Background: an optimization exercise with open tools, aiming at small area and a short achievable clock period. Do not read the settings as production practice.
Function was checked by simulation only, so behaviour that the tests miss may differ from the original.

==> flow/design.v (excerpt) <==
module neuron (CLK, INIT, RESET, SPIKED, V_OUT, U_OUT, I, a, b, c, d);
Size: ~64 flip-flops, roughly 230 I/O pins, roughly 0.11 mm^2 of cells after synthesis.
==> flow/config.mk <==
export PLATFORM = sky130hd
export DESIGN_NAME = neuron
export DESIGN_NICKNAME = neuron
export VERILOG_FILES = /design/flow/design.v
export SDC_FILE = /design/flow/constraint.sdc
export NUM_CORES = 4
export LEC_CHECK = 0
export ABC_AREA = 1
export CAP_MARGIN = 50
export CORE_MARGIN = 2
export CORE_UTILIZATION = 60
export PLACE_DENSITY = 0.75
export SLEW_MARGIN = 80
export SYNTH_HIERARCHICAL = 1
export SYNTH_MINIMUM_KEEP_SIZE = 0
==> flow/constraint.sdc <==
create_clock -name core_clock -period 120.0 [get_ports {CLK}]
set_input_delay 24.0000 -clock core_clock [delete_from_list [all_inputs] [get_ports {CLK}]]
set_output_delay 24.0000 -clock core_clock [all_outputs]
set_load 0.01 [all_outputs]
run.sh (not shown) runs the stock make flow with config.mk's settings and CLKGATE_MAP_FILE= SYNTH_SCRIPT=/design/flow/synth_recipe.tcl, a recipe that flattens the netlist after the stock synthesis.
==> next run, changes <==
==> flow/flow/run.sh (new file) <==
#!/bin/bash
set -euo pipefail
W=$(pwd)
bash "$W/standard.sh" SETUP_SLACK_MARGIN=60 finish > "$W/flow_make.log" 2>&1
==> flow/standard.sh (new file) <==
#!/bin/bash
# synth_recipe.tcl (not shown) runs the flow's synth.tcl, then flattens the netlist and writes it again
# the make line also repeats each setting of config.mk as NAME=value (left out here)
make -C /OpenROAD-flow-scripts/flow DESIGN_CONFIG=/design/flow/config.mk WORK_HOME=/design/flow/orfs CLKGATE_MAP_FILE= SYNTH_SCRIPT=/design/flow/synth_recipe.tcl "${@:-finish}"
SLEW_MARGIN = 70   (was 80)
removed: flow/run.sh
Global-route usage is higher by 0.30 points.
Die area stays the same.
Area after synthesis does not change.
Count of clock-buffer cells in the layout stays the same.
Clock skew hardly moves.
Worst setup slack improves by 9.1 ns.
Routed wire length rises by 5.1%.
Critical path depth fell by 204.
Non-clock buffer count grows by 245.
==> next run, changes <==
==> flow/run.sh (new file) <==
#!/bin/bash
# synth_recipe.tcl (not shown) runs the flow's synth.tcl, then flattens the netlist and writes it again
# the make line also repeats each setting of config.mk as NAME=value (left out here)
make -C /OpenROAD-flow-scripts/flow DESIGN_CONFIG=/design/flow/config.mk WORK_HOME=/design/flow/orfs CLKGATE_MAP_FILE= SYNTH_SCRIPT=/design/flow/synth_recipe.tcl finish
removed: flow/flow/run.sh
removed: flow/standard.sh
Wire length fell by a little under a tenth.
Final area fell by a little under a tenth.
Non-clock buffer count goes down by 478.
Via count is lower by a few percent.
Clock-buffer cell count is lower by 1.
Clock skew is lower by 0.0052 ns.


Another version of the RTL of neuron (not shown whole).
Size: ~15000 cells after synthesis, ~64 flip-flops, roughly 230 I/O pins, roughly 100000 um^2 of cells after synthesis.
export LEC_CHECK = 0
export ABC_AREA = 1
export CAP_MARGIN = 50
export CORE_MARGIN = 2
export CORE_UTILIZATION = 60
export PLACE_DENSITY = 0.75
export SLEW_MARGIN = 70
export SYNTH_HIERARCHICAL = 1
export SYNTH_MINIMUM_KEEP_SIZE = 0
create_clock -name core_clock -period 120.0 [get_ports {CLK}]
standard.sh (not shown) runs the stock make flow with config.mk's settings and CLKGATE_MAP_FILE= SYNTH_SCRIPT=/design/flow/synth_recipe.tcl, a recipe that flattens the netlist after the stock synthesis.
==> flow/flow/run.sh <==
#!/bin/bash
set -euo pipefail
W=$(pwd)
bash "$W/standard.sh" SETUP_SLACK_MARGIN=60 SKIP_GATE_CLONING=1 SKIP_PIN_SWAP=1 SETUP_MOVE_SEQUENCE=unbuffer,sizeup,buffer finish > "$W/flow_make.log" 2>&1
The baseline went through all stages and came out clean.
==> next run, changes <==
==> flow/flow/run.sh (replaced) <==
#!/bin/bash
set -euo pipefail
W=$(pwd)
bash "$W/standard.sh" SETUP_SLACK_MARGIN=60 SKIP_GATE_CLONING=1 SKIP_PIN_SWAP=1 finish > "$W/flow_make.log" 2>&1
The changed run went through all stages and came out clean.
Design area is lower slightly.
Die area does not change.
Wire length is higher slightly.
Setup slack improved by 0.22 ns.
Count of clock-buffer cells in the layout stays the same.
Hold slack got worse by 0.0077 ns.
==> next run, changes <==
==> flow/flow/run.sh (replaced) <==
#!/bin/bash
set -euo pipefail
W=$(pwd)
bash "$W/standard.sh" SETUP_SLACK_MARGIN=60 finish > "$W/flow_make.log" 2>&1
- CORE_UTILIZATION: 60 -> 70
- PLACE_DENSITY: 0.75 -> 0.85
- With this change the flow aborted during global routing
- synthesized area does not change
- synthesized cell count is unchanged
==> next run, changes <==
==> flow/run.sh (new file) <==
#!/bin/bash
# synth_recipe.tcl (not shown) runs the flow's synth.tcl, then flattens the netlist and writes it again
# the make line also repeats each setting of config.mk as NAME=value (left out here)
make -C /OpenROAD-flow-scripts/flow DESIGN_CONFIG=/design/flow/config.mk WORK_HOME=/design/flow/orfs CLKGATE_MAP_FILE= SYNTH_SCRIPT=/design/flow/synth_recipe.tcl finish
- CORE_UTILIZATION: 70 -> 60
- PLACE_DENSITY: 0.85 -> 0.75
removed: flow/flow/run.sh
removed: flow/standard.sh
The changed run completed with no timing, DRC or antenna violations. Area after synthesis is unchanged. Synthesized cell count stays the same.


Another version of the RTL of neuron (not shown whole).
For scale: roughly 16,000 cells after synthesis, ~64 flip-flops, roughly 230 I/O pins, about 110,000 um^2 of cells after synthesis.
make LEC_CHECK=0 ABC_AREA=1 CAP_MARGIN=50 CORE_MARGIN=2 CORE_UTILIZATION=60 PLACE_DENSITY=0.75 SLEW_MARGIN=70 finish   # period 120.0 ns
run.sh (not shown) runs the stock make flow with config.mk's settings and CLKGATE_MAP_FILE= SYNTH_SCRIPT=/design/flow/synth_recipe.tcl, a recipe that flattens the netlist after the stock synthesis.
Stock flow here: none of the scripts above is used.
Next try:
Settings changed: CAP_MARGIN 50 to 20, SLEW_MARGIN 70 to 20.
Effect:
- routed wire length drops by 0.39%
- critical path depth falls by 4
- cell count fell by 0.32%
- maximum frequency goes down by 13%
- die area does not change
- hold slack got worse by 0.010 ns
- synthesized cell count is unchanged
- utilization falls by 1.4 points
- design area went down by 2.2%
- setup slack degrades by 11 ns

[separate check: timing with driven ports]
Ports are ideal in the flow. The routed layouts listed here were re-timed in OpenROAD. Step 1 sets driving cells, clkbuf_16 on the clock port and buf_2 on the other inputs (assumed; they add their load-dependent delay and slew). Step 2 adds t to the input delays and takes it off the output delays; t is the mean of the earliest and latest rising clock arrival at the registers after step 1. Input paths then give back, and output paths get back, about the clock's delay inside the block. Slacks: ideal ports / drivers / drivers and shift; pairs: ideal ports / drivers.
run | t (ns) | setup slack, ns | worst setup path at the end | slew at the worst register clock pin (ns) | pins driven straight from the clock port
the first run of note 1 | 0.418 | 52.271 / 52.271 / 52.271 | register to register | 0.08 / 0.08 | 1
the second run of note 1 | 0.450 | 61.420 / 61.457 / 61.007 | input to register | 0.07 / 0.07 | 1
the third run of note 1 | 0.412 | 51.860 / 51.860 / 51.860 | register to register | 0.07 / 0.07 | 1
the first run of note 2 | 0.434 | 61.336 / 61.316 / 60.882 | input to register | 0.07 / 0.07 | 1
the second run of note 2 | 0.438 | 61.558 / 61.531 / 61.093 | input to register | 0.07 / 0.07 | 1
the fourth run of note 2 | 0.438 | 51.002 / 51.002 / 51.002 | register to register | 0.07 / 0.07 | 1
the first run of note 3 | 0.478 | 50.435 / 50.435 / 50.435 | register to register | 0.08 / 0.08 | 1
the second run of note 3 | 0.483 | 39.906 / 39.906 / 39.906 | register to register | 0.07 / 0.07 | 1
After both steps every run listed still meets setup and hold. The setup slack of the second run of note 2, which loses most, moves by -0.027 ns with the drivers and by -0.465 ns with both steps.
